This is an optimization exercise on Yosys and OpenROAD, whose aim is small area, not a production implementation.
In this exercise RTL edits were held to simulation tests only and were not proved equivalent to the original.
Power and IR drop assume default switching activity.

==> flow/design.v <==
module top(
    input clk,
    input rst,
    input spi_miso,
    output uart_tx,
    output spi_clk,
    output spi_cs,
    output spi_mosi,
    output led_green,
    output led_blue
);
    reg [5:0] p;     
    reg [2:0] s;     
    reg [4:0] u;     
    wire pt   = (p == 6'd49);
    wire rise = pt & (s == 3'd3);               
    wire tick = (p == 6'd24) & (u == 5'd12);    
    wire oclk = s[2];                           
    always @(posedge clk) begin
        if (rst) begin
            p <= 6'd0;
            s <= 3'd0;
            u <= 5'd0;
        end else begin
            p <= pt ? 6'd0 : p + 6'd1;
            if (pt) begin
                s <= s + 3'd1;
                u <= (u == 5'd24) ? 5'd0 : u + 5'd1;
            end
        end
    end
    reg [6:0] m;
    reg       r1;    
    reg [3:0] b;     
    wire frame_end = tick & (b == 4'd9);
    always @(posedge clk) begin
        if (rst) begin
            m <= 7'd0;
        end else if (m < 7'd107) begin
            if (rise) m <= (m == 7'd20 && r1) ? 7'd31 : m + 7'd1;
        end else if (m == 7'd110) begin
            if (rise) m <= 7'd2;
        end else if (frame_end) begin
            m <= m + 7'd1;
        end
    end
    always @(posedge clk) begin
        if (rst)
            r1 <= 1'b1;
        else if (frame_end && m == 7'd107)
            r1 <= 1'b0;
    end
    reg        in_tr;
    reg [4:0]  j;
    reg [1:0]  tr;
    always @* begin
        in_tr = 1'b1;
        tr = 2'd0;
        j = 5'd0;
        if (m >= 7'd2 && m <= 7'd19) begin
            tr = 2'd0; j = m - 7'd2;
        end else if (m >= 7'd31 && m <= 7'd48) begin
            tr = 2'd1; j = m - 7'd31;
        end else if (m >= 7'd70 && m <= 7'd87) begin
            tr = 2'd2; j = m - 7'd70;
        end else if (m >= 7'd89 && m <= 7'd106) begin
            tr = 2'd3; j = m - 7'd89;
        end else begin
            in_tr = 1'b0;
        end
    end
    function [15:0] frame(input [1:0] t);
        case (t)
            2'd0: frame = 16'h3101;
            2'd1: frame = 16'h2D08;
            2'd2: frame = 16'hB200;
            default: frame = 16'hB300;
        endcase
    endfunction
    reg mosi;
    reg [4:0] k;
    always @* begin
        k = oclk ? j - 5'd1 : j;
        if (m <= 7'd1)
            mosi = 1'b0;
        else if (in_tr) begin
            if (oclk && j == 5'd0)
                mosi = (tr == 2'd1);             
            else if (k >= 5'd15)
                mosi = frame(tr) >> 0;
            else
                mosi = frame(tr) >> (15 - k);
        end else if (m >= 7'd20 && m <= 7'd30)
            mosi = 1'b1;
        else
            mosi = 1'b0;
    end
    assign spi_mosi = mosi;
    assign spi_cs   = ~(in_tr && j <= 5'd16);
    assign spi_clk  = ~(in_tr && j <= 5'd15 && !oclk);
    wire run = r1 | (m >= 7'd107 && m <= 7'd109);
    always @(posedge clk) begin
        if (rst)
            b <= 4'd10;
        else if (tick) begin
            if (b == 4'd10)
                b <= run ? 4'd0 : 4'd10;
            else
                b <= b + 4'd1;
        end
    end
    reg [15:0] sum;
    wire data_bit = r1 ? 1'b0 :
                    (m == 7'd107) ? (b == 4'd3 || b == 4'd5) :
                    sum[8];
    assign uart_tx = (b == 4'd1) ? 1'b0 :
                     (b >= 4'd2 && b <= 4'd9) ? data_bit : 1'b1;
    wire urot = tick && b >= 4'd2 && b <= 4'd9 && (m == 7'd108 || m == 7'd109);
    reg  [12:0] d;       
    reg  [3:0]  r;       
    reg         pend;    
    reg         blue, green;
    wire rd1  = rise && m >= 7'd78 && m <= 7'd85;     
    wire rd2  = rise && m >= 7'd97 && m <= 7'd104;    
    wire rdq  = rise && m >= 7'd100 && m <= 7'd104;   
    wire slot0 = (s == 3'd4);                         
    wire post = (m == 7'd105) && slot0 && (p < 6'd8);  
    wire       dvb = rd2 ? spi_miso : d[12];
    wire [4:0] r5  = {r, dvb};
    wire       qb  = (r5 >= 5'd10);
    wire [4:0] rn  = qb ? r5 - 5'd10 : r5;
    reg  [7:0] c;        
    reg        xpend, act;
    wire       xact = act && (c < 8'd13);
    always @(posedge clk) begin
        if (rd1)
            d <= {d[11:0], spi_miso};
        else if (rdq || post)
            d <= {d[11:0], qb};
        else if (xact)
            d <= {d[12], d[12:1]};
    end
    always @(posedge clk) begin
        if (rd2 || post)
            r <= rn[3:0];
        else if (m < 7'd97)
            r <= 4'd0;
    end
    always @(posedge clk) begin
        if (rise && m == 7'd97)
            pend <= spi_miso;
    end
    reg [129:0] ring;
    always @(posedge clk) begin
        ring <= {ring[128:0], xact ? d[0] : (ring[129] & (m != 7'd0))};
    end
    always @(posedge clk) begin
        if (rst) begin
            c <= 8'd0;
            xpend <= 1'b0;
            act <= 1'b0;
        end else begin
            if (act && c == 8'd15)
                c <= 8'd3;
            else if (c == 8'd129)
                c <= 8'd0;
            else
                c <= c + 8'd1;
            if (m == 7'd105 && slot0 && p == 6'd8)
                xpend <= 1'b1;
            else if (c == 8'd129)
                xpend <= 1'b0;
            if (xpend && c == 8'd129)
                act <= 1'b1;
            else if (c == 8'd15)
                act <= 1'b0;
        end
    end
    reg  bw, cy;
    wire nb  = xact & d[0];
    wire ob  = xact & ring[129];
    wire db  = nb ^ ob ^ bw;
    wire sb  = sum[0] ^ db ^ cy;
    always @(posedge clk) begin
        if (act) begin
            bw <= (~nb & ob) | (~(nb ^ ob) & bw);
            cy <= (sum[0] & db) | (cy & (sum[0] ^ db));
        end else begin
            bw <= 1'b0;
            cy <= 1'b0;
        end
    end
    always @(posedge clk) begin
        if (act)
            sum <= {sb, sum[15:1]};
        else if (urot)
            sum <= {sum[0], sum[15:1]};
        else if (m == 7'd0)
            sum <= {1'b0, sum[15:1]};
    end
    always @(posedge clk) begin
        if (rst) begin
            blue <= 1'b0;
            green <= 1'b0;
        end else if (m == 7'd107 && slot0) begin
            if (p == 6'd0) blue <= pend;
            if (p == 6'd1) green <= (sum >= 16'd36) && (sum <= 16'd65500);
        end
    end
    assign led_blue  = blue;
    assign led_green = green;
endmodule
==> flow/run.sh <==
#!/bin/bash
# synth_recipe.tcl (not shown) runs the flow's synth.tcl, then flattens the netlist and writes it again
# the make line also repeats each setting of config.mk as NAME=value (left out here)
make -C /OpenROAD-flow-scripts/flow DESIGN_CONFIG=/design/flow/config.mk WORK_HOME=/design/flow/orfs CLKGATE_MAP_FILE= SYNTH_SCRIPT=/design/flow/synth_recipe.tcl finish
==> flow/config.mk <==
export PLATFORM = sky130hd
export DESIGN_NAME = top
export DESIGN_NICKNAME = top
export VERILOG_FILES = /design/flow/design.v
export SDC_FILE = /design/flow/constraint.sdc
export NUM_CORES = 4
export LEC_CHECK = 0
export CAP_MARGIN = 20
export CORE_MARGIN = 2
export CORE_UTILIZATION = 40
export SLEW_MARGIN = 20
==> flow/constraint.sdc <==
create_clock -name core_clock -period 30.0 [get_ports {clk}]
set_input_delay 6.0000 -clock core_clock [delete_from_list [all_inputs] [get_ports {clk}]]
set_output_delay 6.0000 -clock core_clock [all_outputs]
set_load 0.01 [all_outputs]
==> flow_summary.toml <==
[status]
status = "no timing/DRC/antenna violations"

[place]
place_area_sq_um = 7870
dpl.cell_count = 890
hpwl_mm = 9.52
io_buffer_count = 8
gp_congestion = 0.864

[final_layout]
final_cell_area_sq_um = 8510
final_util_pct = 45.3
layout-drive-gt1-share_pct = 12.0
multi_input_area_sq_um = 2940
instances_no_fill = 928
nNetsFinal = 712
ff_latch_area_sq_um = 4420
syn2layout_area_growth_pct = 11.2
num-fill-cells = 1769
num_antenna_cells = 0

[detailed_routing]
drt-wirelength-per-cell_um = 15.3
drt-initial-drc-count = 334
wl_mm = 14.2
firstDrtPassIters = 4
antenna_left = 0
num_vias = 4861
via_per_inst = 5.24
post-route-drc-count = 0

[power_and_ir_drop]
p_int_w = 0.000421
switchingPower_w = 0.000103
vdd_drop_max_mv = 0.0483
powerDensity_nw_per_um2 = 61.5
pwr-share-seq_pct = 53.3
combPwrFrac_pct = 0.8
power.total_w = 0.000523
swShare_pct = 19.6
power.leakage_nw = 3.15
p_clk_share_pct = 45.9

[synth]
syn_area_per_cell_sq_um = 11.4
synth_cell_types = 99
ys_ff_latch = 204
synth_edf_count = 34
yosysTopAreaCell = "dfxtp_1"
synth_most_common_cell = "dfxtp_1"
ys_warn_count = 1
yosysSeqAreaShare_pct = 57.8
syn-num-nets = 707
synthTopCellsByArea = "dfxtp_1 44%, edfxtp_1 13%, ha_1 4.6%, nor2_1 2.9%, nand2_1 2.0%"
synth_cells = 674
synth_commonest_cells = "170 x dfxtp_1, 59 x nor2_1, 40 x nand2_1, 34 x edfxtp_1, 28 x ha_1"
syn_area_sq_um = 7650
synth_top_area_share_pct = 44.5
ys_async_sr_fraction_pct = 0
yosys_most_used_dff = "dfxtp_1"

[die]
die-area_sq_um = 20300
die_h_um = 142
core.rowCount = 50
ioPinCount = 9
design.core.area_sq_um = 18800
initial_core_util_pct = 40.8
die_w_um = 142

[worst_hold_path]
hold_path.class = "reg -> reg"
worst_hold_startpoint = "ring[54]$_DFF_P_"
hold_end = "ring[55]$_DFF_P_"
whs_path_depth = 0

[global_routing]
antenna_found_initial = 0
track_usage_pct = 14.4
overflow = 0
grt_pass1_wl_mm = 23.9
grt_max_degree = 32
grt_pass1_vias = 4863

[cts]
postCtsSetupBuffers = 0
cts-root-buf = "clkbuf_16"
cts.sinks = 204
clkLatencyLatePin_ns = 0.49
clkTransAtPathRegs_ns = 0.06
clk_path_buf_depth = 3
post_cts_resized = 0
cts_buffers = 21
cts_hold_buffers = 0
h-tree-depth = 1
cts_tree = "yes"

[setup_path]
critPathMaxFanout = 16
crit_type = "reg -> out"
regToRegSetupSlack_ns = 26.57
cp-end-kind = "primary output"
required_ns = 24.00
r2r-start = "m[2]$_SDFFE_PP0P_"
reg2reg_depth = 10
start_kind = "flip-flop"
arrival_ns = 5.36
r2r_end = "r[2]$_SDFFCE_PN0P_"

[sta]
max_freq_mhz = 88.0
skew_ns = 0.0120
finalSetupViolations = 0
hold_viol_final = 0
report.final.slew_viol_count = 0
fin_crit_ns = 11.36
setup_tns_ns = 0
rsz0062_at_grt = "no"
relSlewSlack_pct = 32.2
min_period_over_period_pct = 37.9
worstMarginPinSlew_ns = 1.02

[flow_run]
maxCapViolations = 0
[worst max path at each step]
stage | slack [ns] | to | startpoint
floorplan | 20.27 | spi_mosi | m[2]$_SDFFE_PP0P_
detailed placement | 19.25 | spi_mosi | m[2]$_SDFFE_PP0P_
finish | 18.64 | spi_mosi | m[2]$_SDFFE_PP0P_
global route | 18.35 | spi_mosi | m[2]$_SDFFE_PP0P_
global placement | 19.39 | spi_mosi | m[2]$_SDFFE_PP0P_
CTS | 18.71 | spi_mosi | m[2]$_SDFFE_PP0P_
[cell usage in the layout (no fill, tap or decap), types with 5 or more instances in the layout]
cell / instances
dfxtp_1: 170
nor2_1: 59
nand2_1: 40
edfxtp_1: 34
ha_1: 28
inv_1: 26
a21oi_1: 24
clkbuf_16: 21
nand3_1: 19
o21ai_0: 19
nor3_1: 18
mux2_2: 13
xnor2_1: 12
nand2b_1: 10
xor2_1: 10
nand4_1: 9
mux2i_1: 8
clkdlybuf4s50_1: 8
nor2b_1: 7
or3_1: 7
clkbuf_1: 7
a211oi_1: 6
or4_1: 6
a21o_1: 5
a31oi_1: 5
[critical path, stage by stage (launching register included)]
cell and delay [ns]:
dfxtp_1 0.67, clkinv_1 0.43, ha_1 0.34, nand2b_1 0.20, o311ai_4 0.43, o32ai_1 0.12, or3_1 0.45, ha_1 0.35
nand2_1 0.08, o21ai_0 0.09, a221o_2 0.44, o32ai_4 0.16, o221ai_2 0.14, a2bb2oi_2 0.16, o31ai_1 0.09, a31o_1 0.23
clkdlybuf4s50_1 0.47
[cell type report]
| class | instances | share of cell area, % |
|---|---|---|
| clock buffer | 29 | 6.65 |
| tap | 234 | 3.44 |
| multi-input combinational | 412 | 34.5 |
| inverter | 29 | 1.31 |
| timing repair buffer | 11 | 1.21 |
| clock inverter | 9 | 0.882 |
| sequential | 204 | 52.0 |
[metrics by stage]
| stage | hold slack, ns | setup slack (ns) |
|---|---|---|
| after global placement | 0.311 | 19.39 |
| after floorplan | 0.310 | 20.27 |
| final | 0.321 | 18.64 |
| after CTS | 0.323 | 18.71 |
| after detailed placement | 0.312 | 19.25 |
| after global routing | 0.329 | 18.35 |
[routing by layer]
metal | part of all wire (%) | vias to the layer above | track usage [%]
li1 | - | 2404 | -
met1 | 48 | 2328 | 19.2
met3 | 3.8 | 36 | 2.59
met2 | 45 | 93 | 23.5
met5 | 0 | - | 0
met4 | 3.0 | 0 | 4.95
[power groups by stage]
stage                     Sequential, W  Clock (W)  Combinational [W]
after floorplan                0.000285          0         0.00000273
after global placement         0.000285          0         0.00000379
after detailed placement       0.000285          0         0.00000407
after CTS                      0.000279   0.000248         0.00000410
after global routing           0.000279   0.000258         0.00000452
final                          0.000279   0.000240         0.00000398
[sequential cells by signal, indices dropped and copies added, names as in the netlist, 3 cells and up]
name  flops
b         4
u         5
ring    130
s         3
c         8
m         7
sum      16
d        13
r         4
p         6
[cells by family (layout without fill, tap and decap cells)]
| family | Yosys count | in the layout | synth area share (%) |
|---|---|---|---|
| and+or+nand+nor | 215 | 215 | 14.9 |
| DFF | 204 | 204 | 57.8 |
| AOI/OAI and AO/OA | 124 | 124 | 12.9 |
| buffers and inverters | 58 | 78 | 3.81 |
| adders and majority gates | 30 | 30 | 5.10 |
| xor gates and xnor gates | 22 | 22 | 2.52 |
| muxes | 21 | 21 | 2.96 |

## re-timing with driven ports
In the flow no input, the clock included, has a driving cell. The finished layout below was timed again as built, in two steps.
Step 1, drivers: a clkbuf_16 drives clk and a buf_2 each remaining input, both assumed.
Step 2 adds t to the input delays and takes it off the output delays; t is the mean of the earliest and latest rising clock arrival at the registers after step 1. Input paths then give back, and output paths get back, about the clock's delay inside the block.
Slacks: ideal ports / drivers / drivers and shift; pairs: ideal ports / drivers.
shift t [ns]: 0.522
slack for setup (ns): 18.636 / 18.595 / 19.117
latest minus earliest clock arrival (ns): 0.015 / 0.015
worst slew at a driven data input, ns: 0.03
After both steps setup and hold are still met in this run. The setup slack of this run moves by -0.041 ns with the drivers and by +0.481 ns with both steps.
